What follows belongs to an exercise in optimizing a design on an open flow for small area, a short achievable clock period and few clock cycles; a production flow would make more cautious choices. RTL that was checked went through simulation tests only; none was proved equivalent to the original. Power is estimated from default activity; no workload was simulated.

==> job 3424: inputs <==
==> flow/design.v <==
module FSM_controller(reset, s, load, rep, w_nx, rep_nx, start);
    input reset, s, load, rep;
    output w_nx, rep_nx, start;
    assign w_nx = ~reset & ~(s & ~load);
    assign rep_nx = ~reset & s & ~load;
    assign start = ~reset & ((s & load) | rep);
endmodule
module ALU(g, t, ci, gsel, wc, cmp, creg, freg, res, out, f);
    input [15:0] g, t, creg;
    input ci, gsel, wc, cmp;
    input [2:0] freg;
    output [15:0] res, out;
    output [2:0] f;
    wire [15:0] c;
    carries cy(.g(g), .t(t), .ci(ci), .c(c));
    wire [15:0] x = t & ~g;
    wire [15:0] r0 = gsel ? g : x;
    wire [15:0] r1 = gsel ? g : ~x;
    csel16 sres(.c(c), .d0(r0), .d1(r1), .y(res));
    wire [15:0] o0 = wc ? r0 : creg;
    wire [15:0] o1 = wc ? r1 : creg;
    csel16 sout(.c(c), .d0(o0), .d1(o1), .y(out));
    wire z = cmp ? &x : freg[2];
    wire n0 = cmp ? x[15] : freg[1];
    wire n1 = cmp ? ~x[15] : freg[1];
    wire v00 = cmp ? (x[15] ^ x[7]) : freg[0];
    wire v11 = cmp ? ~(x[15] ^ x[7]) : freg[0];
    wire v0, v1, n, v;
    csel1 s0(.c(c[7]), .d0(v00), .d1(v11), .y(v0));    
    csel1 s1(.c(c[7]), .d0(v11), .d1(v00), .y(v1));    
    csel1 sn(.c(c[15]), .d0(n0), .d1(n1), .y(n));
    csel1 sv(.c(c[15]), .d0(v0), .d1(v1), .y(v));
    assign f = {z, n, v};
endmodule
module csel16(c, d0, d1, y);
    input [15:0] c, d0, d1;
    output [15:0] y;
    assign y = (c & d1) | (~c & d0);
endmodule
module csel1(c, d0, d1, y);
    input c, d0, d1;
    output y;
    assign y = (c & d1) | (~c & d0);
endmodule
module pfx_n(gh, th, gl, tl, ng, nt);
    input gh, th, gl, tl;
    output ng, nt;
    assign ng = ~(gh | (th & gl));
    assign nt = ~(th & tl);
endmodule
module pfx_p(ngh, nth, ngl, ntl, g, t);
    input ngh, nth, ngl, ntl;
    output g, t;
    assign g = ~(ngh & (nth | ngl));
    assign t = ~(nth | ntl);
endmodule
module carries(g, t, ci, c);
    input [15:0] g, t;
    input ci;
    output [15:0] c;
    wire [16:0] g0 = {g, ci};
    wire [16:0] t0 = {t, 1'b0};
    wire [16:0] g1, t1, g2, t2, g3, t3, g4, t4;    
    genvar i;
    generate
        for (i = 0; i < 17; i = i + 1) begin : l1
            if (i >= 1) begin : nd
                pfx_n u(.gh(g0[i]), .th(t0[i]), .gl(g0[i-1]), .tl(t0[i-1]), .ng(g1[i]), .nt(t1[i]));
            end else begin : pass
                assign g1[i] = ~g0[i];
                assign t1[i] = ~t0[i];
            end
        end
        for (i = 0; i < 17; i = i + 1) begin : l2
            if (i >= 2) begin : nd
                pfx_p u(.ngh(g1[i]), .nth(t1[i]), .ngl(g1[i-2]), .ntl(t1[i-2]), .g(g2[i]), .t(t2[i]));
            end else begin : pass
                assign g2[i] = ~g1[i];
                assign t2[i] = ~t1[i];
            end
        end
        for (i = 0; i < 17; i = i + 1) begin : l3
            if (i >= 4) begin : nd
                pfx_n u(.gh(g2[i]), .th(t2[i]), .gl(g2[i-4]), .tl(t2[i-4]), .ng(g3[i]), .nt(t3[i]));
            end else begin : pass
                assign g3[i] = ~g2[i];
                assign t3[i] = ~t2[i];
            end
        end
        for (i = 0; i < 17; i = i + 1) begin : l4
            if (i >= 8) begin : nd
                pfx_p u(.ngh(g3[i]), .nth(t3[i]), .ngl(g3[i-8]), .ntl(t3[i-8]), .g(g4[i]), .t(t4[i]));
            end else begin : pass
                assign g4[i] = ~g3[i];
                assign t4[i] = ~t3[i];
            end
        end
    endgenerate
    assign c = g4[15:0];
endmodule
module shifter (in, shift, sout);
    input [15:0] in;
    input [1:0] shift;
    output [15:0] sout;
    reg [15:0] sout;
    always @(*) begin
        case (shift)
            2'b00: sout = in;                   
            2'b01: sout = {in[14:0], 1'b0};     
            2'b10: sout = {1'b0, in[15:1]};     
            default: sout = {in[15], in[15:1]};  
        endcase
    end
endmodule
module regfile(we, wa, wd, r0, r1, r2, r3, r4, r5, r6, r7, n0, n1, n2, n3, n4, n5, n6, n7);
    input we;
    input [2:0] wa;
    input [15:0] wd;
    input [15:0] r0, r1, r2, r3, r4, r5, r6, r7;
    output [15:0] n0, n1, n2, n3, n4, n5, n6, n7;
    assign n0 = (we && wa == 3'd0) ? wd : r0;
    assign n1 = (we && wa == 3'd1) ? wd : r1;
    assign n2 = (we && wa == 3'd2) ? wd : r2;
    assign n3 = (we && wa == 3'd3) ? wd : r3;
    assign n4 = (we && wa == 3'd4) ? wd : r4;
    assign n5 = (we && wa == 3'd5) ? wd : r5;
    assign n6 = (we && wa == 3'd6) ? wd : r6;
    assign n7 = (we && wa == 3'd7) ? wd : r7;
endmodule
module readport(sel, d0, d1, d2, d3, d4, d5, d6, d7, q);
    input [2:0] sel;
    input [15:0] d0, d1, d2, d3, d4, d5, d6, d7;
    output [15:0] q;
    reg [15:0] q;
    always @(*) begin
        case (sel)
            3'd0: q = d0;
            3'd1: q = d1;
            3'd2: q = d2;
            3'd3: q = d3;
            3'd4: q = d4;
            3'd5: q = d5;
            3'd6: q = d6;
            default: q = d7;
        endcase
    end
endmodule
module instruction_decoder(ins, start, wr, wc, cmp, gsel, ci, aen, movi, inv, rd);
    input [15:0] ins;
    input start;
    output wr, wc, cmp, gsel, ci, aen, movi, inv;
    output [2:0] rd;
    wire [2:0] opcode = ins[15:13];
    wire [1:0] op = ins[12:11];
    wire alu  = (opcode == 3'b101);
    wire mov  = (opcode == 3'b110);
    wire movr = mov && (op == 2'b00);
    wire iscmp = alu && (op == 2'b01);
    assign movi = mov && (op == 2'b10);
    assign wr  = start & (movi | movr | (alu & ~iscmp));
    assign wc  = start & (movr | (alu & ~iscmp));
    assign cmp = start & iscmp;
    assign gsel = movi | (alu && (op == 2'b10));    
    assign ci  = iscmp;
    assign aen = alu && (op != 2'b11);    
    assign inv = alu && op[0];            
    assign rd = movi ? ins[10:8] : ins[7:5];
endmodule
module insmux(rep, in, ir, q);
    parameter n = 16;
    input rep;
    input [n-1:0] in, ir;
    output [n-1:0] q;
    assign q = rep ? ir : in;
endmodule
module datapath(a, b, imm, aen, movi, inv, g, t);
    input [15:0] a, b;
    input [7:0] imm;
    input aen, movi, inv;
    output [15:0] g, t;
    wire [15:0] am = a & {16{aen}};
    wire [15:0] bx = b ^ {16{inv}};
    wire [15:0] sx = {{8{imm[7]}}, imm} & {16{movi}};
    assign g = (am & bx) | sx;
    assign t = (am | bx) & {16{~movi}};
endmodule
module cpu(clk, reset, s, load, in, out, N, V, Z, w);
    input clk, reset, s, load;
    input [15:0] in;
    output [15:0] out;
    output N, V, Z, w;
    reg w, rep;
    reg [15:0] ir;
    wire w_nx, rep_nx, start;
    FSM_controller ctl(.reset(reset), .s(s), .load(load), .rep(rep),
                       .w_nx(w_nx), .rep_nx(rep_nx), .start(start));
    always @(posedge clk) begin
        w <= w_nx;
        rep <= rep_nx;
        if (load) ir <= in;
    end
    wire [15:0] ins;
    wire [2:0] rn, rm;
    wire [1:0] sh;
    insmux #(16) mi(.rep(rep), .in(in), .ir(ir), .q(ins));
    insmux #(3) mn(.rep(rep), .in(in[10:8]), .ir(ir[10:8]), .q(rn));
    insmux #(3) mm(.rep(rep), .in(in[2:0]), .ir(ir[2:0]), .q(rm));
    insmux #(2) ms(.rep(rep), .in(in[4:3]), .ir(ir[4:3]), .q(sh));
    wire wr1, wc1, cmp1, gsel1, ci1, aen, movi, inv;
    wire [2:0] rd1;
    instruction_decoder dec(.ins(ins), .start(start), .wr(wr1), .wc(wc1), .cmp(cmp1),
                            .gsel(gsel1), .ci(ci1), .aen(aen), .movi(movi), .inv(inv),
                            .rd(rd1));
    reg [15:0] r0, r1, r2, r3, r4, r5, r6, r7;
    wire [15:0] n0, n1, n2, n3, n4, n5, n6, n7;
    reg wr2;
    reg [2:0] rd2;
    wire [15:0] res;
    regfile rf(.we(wr2), .wa(rd2), .wd(res),
               .r0(r0), .r1(r1), .r2(r2), .r3(r3), .r4(r4), .r5(r5), .r6(r6), .r7(r7),
               .n0(n0), .n1(n1), .n2(n2), .n3(n3), .n4(n4), .n5(n5), .n6(n6), .n7(n7));
    always @(posedge clk) begin
        r0 <= n0; r1 <= n1; r2 <= n2; r3 <= n3;
        r4 <= n4; r5 <= n5; r6 <= n6; r7 <= n7;
    end
    wire [15:0] a, braw, b;
    readport pa(.sel(rn), .d0(n0), .d1(n1), .d2(n2), .d3(n3), .d4(n4), .d5(n5), .d6(n6), .d7(n7), .q(a));
    readport pb(.sel(rm), .d0(n0), .d1(n1), .d2(n2), .d3(n3), .d4(n4), .d5(n5), .d6(n6), .d7(n7), .q(braw));
    shifter shf(.in(braw), .shift(sh), .sout(b));
    wire [15:0] g1, t1;
    datapath dp(.a(a), .b(b), .imm(ins[7:0]), .aen(aen), .movi(movi), .inv(inv),
                .g(g1), .t(t1));
    reg [15:0] g2, t2, creg;
    reg ci2, wc2, cmp2, gsel2;
    reg [2:0] freg;
    wire [15:0] out_nx;
    wire [2:0] f_nx;
    always @(posedge clk) begin
        g2 <= g1;
        t2 <= t1;
        ci2 <= ci1;
        wr2 <= wr1;
        wc2 <= wc1;
        cmp2 <= cmp1;
        gsel2 <= gsel1;
        rd2 <= rd1;
        creg <= out_nx;
        freg <= f_nx;
    end
    ALU alu(.g(g2), .t(t2), .ci(ci2), .gsel(gsel2), .wc(wc2), .cmp(cmp2), .creg(creg), .freg(freg),
            .res(res), .out(out_nx), .f(f_nx));
    assign out = out_nx;
    assign {Z, N, V} = f_nx;
endmodule
==> flow/flow/run.sh <==
#!/bin/bash
# Standard synthesis, then the standard layout with port buffers of a
# stronger cell and sizing not held to each cell's footprint.
set -euo pipefail
bash standard.sh synth > synth.log 2>&1
bash standard.sh MATCH_CELL_FOOTPRINT=0 'BUFFER_PORTS_ARGS=-buffer_cell sky130_fd_sc_hd__buf_4' finish > layout.log 2>&1
==> flow/standard.sh <==
#!/bin/bash
# synth_recipe.tcl (not shown) runs the flow's synth.tcl, then flattens the netlist and writes it again
# the make line also repeats each setting of config.mk as NAME=value (left out here)
make -C /OpenROAD-flow-scripts/flow DESIGN_CONFIG=/design/flow/config.mk WORK_HOME=/design/flow/orfs CLKGATE_MAP_FILE= SYNTH_SCRIPT=/design/flow/synth_recipe.tcl "${@:-finish}"
==> flow/config.mk <==
export PLATFORM = sky130hd
export DESIGN_NAME = cpu
export DESIGN_NICKNAME = cpu
export VERILOG_FILES = /design/flow/design.v
export SDC_FILE = /design/flow/constraint.sdc
export NUM_CORES = 4
export LEC_CHECK = 0
export CAP_MARGIN = 20
export CORE_MARGIN = 2
export CORE_UTILIZATION = 40
export CTS_CLUSTER_DIAMETER = 60
export CTS_CLUSTER_SIZE = 24
export SETUP_SLACK_MARGIN = 2.0
export SLEW_MARGIN = 20
export SYNTH_HIERARCHICAL = 1
export SYNTH_MINIMUM_KEEP_SIZE = 0
==> flow/constraint.sdc <==
create_clock -name core_clock -period 5.5 [get_ports {clk}]
set_input_delay 1.1000 -clock core_clock [delete_from_list [all_inputs] [get_ports {clk}]]
set_output_delay 1.1000 -clock core_clock [all_outputs]
set_load 0.01 [all_outputs]
==> job 8566: changes against job 3424 <==
==> flow/design.v, changed modules only <==
module ALU(g, t, ci, gsel, wc, cmp, creg, freg, res, out, f);
    input [15:0] g, t, creg;
    input ci, gsel, wc, cmp;
    input [2:0] freg;
    output [15:0] res, out;
    output [2:0] f;
    wire [15:0] c;
    carries cy(.g(g), .t(t), .ci(ci), .c(c));
    wire [15:0] x = t & ~g;
    wire [15:0] r0 = gsel ? g : x;
    wire [15:0] r1 = gsel ? g : ~x;
    csel16 sres(.c(c), .d0(r0), .d1(r1), .y(res));
    wire [15:0] o0 = wc ? r0 : creg;
    wire [15:0] o1 = wc ? r1 : creg;
    csel16 sout(.c(c), .d0(o0), .d1(o1), .y(out));
    wire z = cmp ? &x : freg[2];
    wire n0 = cmp ? x[15] : freg[1];
    wire n1 = cmp ? ~x[15] : freg[1];
    wire v0 = cmp ? (x[15] ^ res[7]) : freg[0];
    wire v1 = cmp ? ~(x[15] ^ res[7]) : freg[0];
    assign f = {z, c[15] ? n1 : n0, c[15] ? v1 : v0};
endmodule
module instruction_decoder(ins, start, wr, wc, cmp, gsel, ci, aen, movi, inv, rd, rn, rm, sh);
    input [15:0] ins;
    input start;
    output wr, wc, cmp, gsel, ci, aen, movi, inv;
    output [2:0] rd, rn, rm;
    output [1:0] sh;
    wire [2:0] opcode = ins[15:13];
    wire [1:0] op = ins[12:11];
    wire alu  = (opcode == 3'b101);
    wire mov  = (opcode == 3'b110);
    wire movr = mov && (op == 2'b00);
    wire iscmp = alu && (op == 2'b01);
    assign movi = mov && (op == 2'b10);
    assign wr  = start & (movi | movr | (alu & ~iscmp));
    assign wc  = start & (movr | (alu & ~iscmp));
    assign cmp = start & iscmp;
    assign gsel = movi | (alu && (op == 2'b10));    
    assign ci  = iscmp;
    assign aen = alu && (op != 2'b11);    
    assign inv = alu && op[0];            
    assign rn = ins[10:8];
    assign rd = movi ? ins[10:8] : ins[7:5];
    assign rm = ins[2:0];
    assign sh = ins[4:3];
endmodule
module cpu(clk, reset, s, load, in, out, N, V, Z, w);
    input clk, reset, s, load;
    input [15:0] in;
    output [15:0] out;
    output N, V, Z, w;
    reg w, rep;
    reg [15:0] ir;
    wire w_nx, rep_nx, start;
    FSM_controller ctl(.reset(reset), .s(s), .load(load), .rep(rep),
                       .w_nx(w_nx), .rep_nx(rep_nx), .start(start));
    always @(posedge clk) begin
        w <= w_nx;
        rep <= rep_nx;
        if (load) ir <= in;
    end
    wire [15:0] ins = rep ? ir : in;
    wire wr1, wc1, cmp1, gsel1, ci1, aen, movi, inv;
    wire [2:0] rd1, rn, rm;
    wire [1:0] sh;
    instruction_decoder dec(.ins(ins), .start(start), .wr(wr1), .wc(wc1), .cmp(cmp1),
                            .gsel(gsel1), .ci(ci1), .aen(aen), .movi(movi), .inv(inv),
                            .rd(rd1), .rn(rn), .rm(rm), .sh(sh));
    reg [15:0] r0, r1, r2, r3, r4, r5, r6, r7;
    wire [15:0] n0, n1, n2, n3, n4, n5, n6, n7;
    reg wr2;
    reg [2:0] rd2;
    wire [15:0] res;
    regfile rf(.we(wr2), .wa(rd2), .wd(res),
               .r0(r0), .r1(r1), .r2(r2), .r3(r3), .r4(r4), .r5(r5), .r6(r6), .r7(r7),
               .n0(n0), .n1(n1), .n2(n2), .n3(n3), .n4(n4), .n5(n5), .n6(n6), .n7(n7));
    always @(posedge clk) begin
        r0 <= n0; r1 <= n1; r2 <= n2; r3 <= n3;
        r4 <= n4; r5 <= n5; r6 <= n6; r7 <= n7;
    end
    wire [15:0] a, braw, b;
    readport pa(.sel(rn), .d0(n0), .d1(n1), .d2(n2), .d3(n3), .d4(n4), .d5(n5), .d6(n6), .d7(n7), .q(a));
    readport pb(.sel(rm), .d0(n0), .d1(n1), .d2(n2), .d3(n3), .d4(n4), .d5(n5), .d6(n6), .d7(n7), .q(braw));
    shifter shf(.in(braw), .shift(sh), .sout(b));
    wire [15:0] g1, t1;
    datapath dp(.a(a), .b(b), .imm(ins[7:0]), .aen(aen), .movi(movi), .inv(inv),
                .g(g1), .t(t1));
    reg [15:0] g2, t2, creg;
    reg ci2, wc2, cmp2, gsel2;
    reg [2:0] freg;
    wire [15:0] out_nx;
    wire [2:0] f_nx;
    always @(posedge clk) begin
        g2 <= g1;
        t2 <= t1;
        ci2 <= ci1;
        wr2 <= wr1;
        wc2 <= wc1;
        cmp2 <= cmp1;
        gsel2 <= gsel1;
        rd2 <= rd1;
        creg <= out_nx;
        freg <= f_nx;
    end
    ALU alu(.g(g2), .t(t2), .ci(ci2), .gsel(gsel2), .wc(wc2), .cmp(cmp2), .creg(creg), .freg(freg),
            .res(res), .out(out_nx), .f(f_nx));
    assign out = out_nx;
    assign {Z, N, V} = f_nx;
endmodule
// module csel1 removed
// module insmux removed
CORE_UTILIZATION = 60   (was 40)
CTS_CLUSTER_DIAMETER = 100   (was 60)
CTS_CLUSTER_SIZE = 40   (was 24)
SETUP_SLACK_MARGIN = 1.5   (was 2.0)
==> job 6277: changes against job 3424 <==
==> flow/design.v, changed modules only <==
module ALU(g, t, ci, wc, cmp, creg, freg, res, out, f);
    input [15:0] g, t, creg;
    input ci, wc, cmp;
    input [2:0] freg;
    output [15:0] res, out;
    output [2:0] f;
    localparam [15:0] CINV = 16'b0000_0000_1111_0010;
    wire [15:0] c;
    carries cy(.g(g), .t(t), .ci(ci), .c(c));
    wire [15:0] x = t & ~g;
    wire [15:0] r0 = x ^ CINV;
    wire [15:0] r1 = ~x ^ CINV;
    csel16 sres(.c(c), .d0(r0), .d1(r1), .y(res));
    wire [15:0] o0 = wc ? r0 : creg;
    wire [15:0] o1 = wc ? r1 : creg;
    csel16 sout(.c(c), .d0(o0), .d1(o1), .y(out));
    wire z = cmp ? &x : freg[2];
    wire n0 = cmp ? x[15] : freg[1];
    wire n1 = cmp ? ~x[15] : freg[1];
    wire v00 = cmp ? (x[15] ^ x[7]) : freg[0];
    wire v11 = cmp ? ~(x[15] ^ x[7]) : freg[0];
    wire n, v;
    csel1 sn(.c(c[15]), .d0(n0), .d1(n1), .y(n));
    csel4 sv(.c1(c[15]), .c0(c[7]), .d00(v11), .d01(v00), .d10(v00), .d11(v11), .y(v));
    assign f = {z, n, v};
endmodule
module csel4(c1, c0, d00, d01, d10, d11, y);
    input c1, c0, d00, d01, d10, d11;
    output y;
    reg y;
    always @(*)
        case ({c1, c0})
            2'b00: y = d00;
            2'b01: y = d01;
            2'b10: y = d10;
            default: y = d11;
        endcase
endmodule
module pfx_ng(gh, th, gl, ng);
    input gh, th, gl;
    output ng;
    assign ng = ~(gh | (th & gl));
endmodule
module pfx_pg(ngh, nth, ngl, g);
    input ngh, nth, ngl;
    output g;
    assign g = ~(ngh & (nth | ngl));
endmodule
module carries(g, t, ci, c);
    input [15:0] g, t;
    input ci;
    output [15:0] c;
    wire [15:0] g0 = {g[14:0], ci};
    wire [15:0] t0 = {t[14:0], 1'b0};
    wire [15:0] g1, t1, g2, t2, g3, t3, g4;    
    genvar i;
    generate
        for (i = 0; i < 16; i = i + 1) begin : l1
            if (i >= 2) begin : nd
                pfx_n u(.gh(g0[i]), .th(t0[i]), .gl(g0[i-1]), .tl(t0[i-1]), .ng(g1[i]), .nt(t1[i]));
            end else if (i == 1) begin : ng
                pfx_ng u(.gh(g0[i]), .th(t0[i]), .gl(g0[i-1]), .ng(g1[i]));
                assign t1[i] = 1'b1;
            end else begin : pass
                assign g1[i] = ~g0[i];
                assign t1[i] = 1'b1;
            end
        end
        for (i = 0; i < 16; i = i + 1) begin : l2
            if (i >= 4) begin : nd
                pfx_p u(.ngh(g1[i]), .nth(t1[i]), .ngl(g1[i-2]), .ntl(t1[i-2]), .g(g2[i]), .t(t2[i]));
            end else if (i >= 2) begin : ng
                pfx_pg u(.ngh(g1[i]), .nth(t1[i]), .ngl(g1[i-2]), .g(g2[i]));
                assign t2[i] = 1'b0;
            end else begin : pass
                assign g2[i] = ~g1[i];
                assign t2[i] = 1'b0;
            end
        end
        for (i = 0; i < 16; i = i + 1) begin : l3
            if (i >= 8) begin : nd
                pfx_n u(.gh(g2[i]), .th(t2[i]), .gl(g2[i-4]), .tl(t2[i-4]), .ng(g3[i]), .nt(t3[i]));
            end else if (i >= 4) begin : ng
                pfx_ng u(.gh(g2[i]), .th(t2[i]), .gl(g2[i-4]), .ng(g3[i]));
                assign t3[i] = 1'b1;
            end else begin : pass
                assign g3[i] = ~g2[i];
                assign t3[i] = 1'b1;
            end
        end
        for (i = 8; i < 16; i = i + 1) begin : l4
            pfx_pg u(.ngh(g3[i]), .nth(t3[i]), .ngl(g3[i-8]), .g(g4[i]));
        end
    endgenerate
    assign c = {g4[15:8], g3[7:4], g2[3:2], g1[1], g0[0]};
endmodule
module readport(sel, d0, d1, d2, d3, d4, d5, d6, d7, q);
    input [2:0] sel;
    input [15:0] d0, d1, d2, d3, d4, d5, d6, d7;
    output [15:0] q;
    wire [7:0] oh;
    dec3to8 dec(.sel(sel), .oh(oh));
    ohmux om(.oh(oh), .d0(d0), .d1(d1), .d2(d2), .d3(d3), .d4(d4), .d5(d5), .d6(d6), .d7(d7), .q(q));
endmodule
module dec3to8(sel, oh);
    input [2:0] sel;
    output [7:0] oh;
    assign oh = 8'b1 << sel;
endmodule
module ohmux(oh, d0, d1, d2, d3, d4, d5, d6, d7, q);
    input [7:0] oh;
    input [15:0] d0, d1, d2, d3, d4, d5, d6, d7;
    output [15:0] q;
    assign q = ({16{oh[0]}} & d0) | ({16{oh[1]}} & d1) | ({16{oh[2]}} & d2) | ({16{oh[3]}} & d3) |
               ({16{oh[4]}} & d4) | ({16{oh[5]}} & d5) | ({16{oh[6]}} & d6) | ({16{oh[7]}} & d7);
endmodule
module instruction_decoder(ins, start, wr, wc, cmp, ci, arith, andop, movi, inv, rd);
    input [15:0] ins;
    input start;
    output wr, wc, cmp, ci, arith, andop, movi, inv;
    output [2:0] rd;
    wire [2:0] opcode = ins[15:13];
    wire [1:0] op = ins[12:11];
    wire alu  = (opcode == 3'b101);
    wire mov  = (opcode == 3'b110);
    wire movr = mov && (op == 2'b00);
    wire iscmp = alu && (op == 2'b01);
    assign movi = mov && (op == 2'b10);
    assign wr  = start & (movi | movr | (alu & ~iscmp));
    assign wc  = start & (movr | (alu & ~iscmp));
    assign cmp = start & iscmp;
    assign andop = alu && (op == 2'b10);
    assign ci  = iscmp;
    assign arith = alu && (op[1] == 1'b0);    
    assign inv = alu && op[0];            
    assign rd = movi ? ins[10:8] : ins[7:5];
endmodule
module datapath(a, b, imm, arith, andop, movi, inv, g, t);
    input [15:0] a, b;
    input [7:0] imm;
    input arith, andop, movi, inv;
    output [15:0] g, t;
    wire [15:0] bx = b ^ {16{inv}};
    wire [15:0] sx = {{8{imm[7]}}, imm};
    wire [15:0] k1 = (a | {16{~andop}}) & {16{~movi}};
    wire [15:0] k0 = (a & {16{arith}}) | (sx & {16{movi}});
    assign g = a & bx & {16{arith}};
    assign t = (bx & k1) | k0;
endmodule
module cpu(clk, reset, s, load, in, out, N, V, Z, w);
    input clk, reset, s, load;
    input [15:0] in;
    output [15:0] out;
    output N, V, Z, w;
    reg w, rep;
    reg [15:0] ir;
    wire w_nx, rep_nx, start;
    FSM_controller ctl(.reset(reset), .s(s), .load(load), .rep(rep),
                       .w_nx(w_nx), .rep_nx(rep_nx), .start(start));
    always @(posedge clk) begin
        w <= w_nx;
        rep <= rep_nx;
        if (load) ir <= in;
    end
    wire [15:0] ins;
    wire [2:0] rn, rm;
    wire [1:0] sh;
    insmux #(16) mi(.rep(rep), .in(in), .ir(ir), .q(ins));
    insmux #(3) mn(.rep(rep), .in(in[10:8]), .ir(ir[10:8]), .q(rn));
    insmux #(3) mm(.rep(rep), .in(in[2:0]), .ir(ir[2:0]), .q(rm));
    insmux #(2) ms(.rep(rep), .in(in[4:3]), .ir(ir[4:3]), .q(sh));
    wire wr1, wc1, cmp1, ci1, arith, andop, movi, inv;
    wire [2:0] rd1;
    instruction_decoder dec(.ins(ins), .start(start), .wr(wr1), .wc(wc1), .cmp(cmp1),
                            .ci(ci1), .arith(arith), .andop(andop), .movi(movi), .inv(inv),
                            .rd(rd1));
    reg [15:0] r0, r1, r2, r3, r4, r5, r6, r7;
    wire [15:0] n0, n1, n2, n3, n4, n5, n6, n7;
    reg wr2;
    reg [2:0] rd2;
    wire [15:0] res;
    regfile rf(.we(wr2), .wa(rd2), .wd(res),
               .r0(r0), .r1(r1), .r2(r2), .r3(r3), .r4(r4), .r5(r5), .r6(r6), .r7(r7),
               .n0(n0), .n1(n1), .n2(n2), .n3(n3), .n4(n4), .n5(n5), .n6(n6), .n7(n7));
    always @(posedge clk) begin
        r0 <= n0; r1 <= n1; r2 <= n2; r3 <= n3;
        r4 <= n4; r5 <= n5; r6 <= n6; r7 <= n7;
    end
    wire [15:0] a, braw, b;
    readport pa(.sel(rn), .d0(n0), .d1(n1), .d2(n2), .d3(n3), .d4(n4), .d5(n5), .d6(n6), .d7(n7), .q(a));
    readport pb(.sel(rm), .d0(n0), .d1(n1), .d2(n2), .d3(n3), .d4(n4), .d5(n5), .d6(n6), .d7(n7), .q(braw));
    shifter shf(.in(braw), .shift(sh), .sout(b));
    wire [15:0] g1, t1;
    datapath dp(.a(a), .b(b), .imm(ins[7:0]), .arith(arith), .andop(andop), .movi(movi), .inv(inv),
                .g(g1), .t(t1));
    reg [15:0] g2, t2, creg;
    reg ci2, wc2, cmp2;
    reg [2:0] freg;
    wire [15:0] out_nx;
    wire [2:0] f_nx;
    always @(posedge clk) begin
        g2 <= g1;
        t2 <= t1;
        ci2 <= ci1;
        wr2 <= wr1;
        wc2 <= wc1;
        cmp2 <= cmp1;
        rd2 <= rd1;
        creg <= out_nx;
        freg <= f_nx;
    end
    ALU alu(.g(g2), .t(t2), .ci(ci2), .wc(wc2), .cmp(cmp2), .creg(creg), .freg(freg),
            .res(res), .out(out_nx), .f(f_nx));
    assign out = out_nx;
    assign {Z, N, V} = f_nx;
endmodule
CTS_CLUSTER_DIAMETER = 120   (was 60)
CTS_CLUSTER_SIZE = 25   (was 24)
PLACE_DENSITY = 0.9   (was default)
==> impl_metrics.csv <==
group,metric,value,unit
pwr,p_int,3.16,mW
layout,fin_cells,1529,
run_status,outcome,"timing/DRC/antenna clean",
pwr,ir_worst_vdd,264,uV
global_routing,grt_usage,0.197,
layout,seqCellArea,4280,sq um
floorplanning,core_area,27900,sq um
That was job 3424.
==> impl_metrics.csv <==
group,metric,value,unit
place,dp.cells,1321,
layout,fin_cells,1340,
run_status,outcome,"timing/DRC/antenna clean",
clock_network,cts_sinks,205,
pwr,power_top_consumer,"sequential cells",
pwr,p_int,2.67,mW
pwr,p_sw,1.24,mW
timing,layout_min_cycle_time,3.85,ns
global_routing,grt_usage,0.283,
pwr,ir_worst_vdd,293,uV
That was job 8566.
==> impl_metrics.csv <==
group,metric,value,unit
floorplanning,core_area,26900,sq um
layout,fin_cells,1329,
pwr,p_int,2.17,mW
run_status,outcome,"timing/DRC/antenna clean",
pwr,ir_worst_vdd,333,uV
global_routing,grt_usage,0.187,
That was job 6277.
Testbench counts of job 3424, summed over its fixed seeds: cycles 6,000.
Testbench counts of job 6277, summed over its fixed seeds: cycles 6,000.
Only the layout flow was run in job 8566; the RTL was not checked for function there.

-- afterwards: timing with drivers on the ports --
Ports are ideal in the flow. The routed layouts listed here were re-timed in OpenROAD.
Step 1 assumes that a clkbuf_16 drives the clock port and a buf_2 every other input.
Step 2, shift: input delay + t, output delay - t, t = (earliest + latest rising clock arrival at the registers) / 2. This alone moves slack from input paths to output paths.
Three values: no drivers, after step 1, after step 2; two values: the first two.
run	shift t [ns]	slack for setup (ns)	worst setup path after step 2	slew at the worst register clock pin (ns)
job 3424	0.566	2.104 / 2.057 / 1.722	input to register	0.09 / 0.09
job 8566	0.510	1.655 / 1.608 / 1.694	input to register	0.12 / 0.12
job 6277	0.506	2.110 / 2.070 / 1.943	input to register	0.10 / 0.10
After both steps every run listed still meets setup and hold. The setup slack of job 3424, which loses most, moves by -0.047 ns with the drivers and by -0.382 ns with both steps.
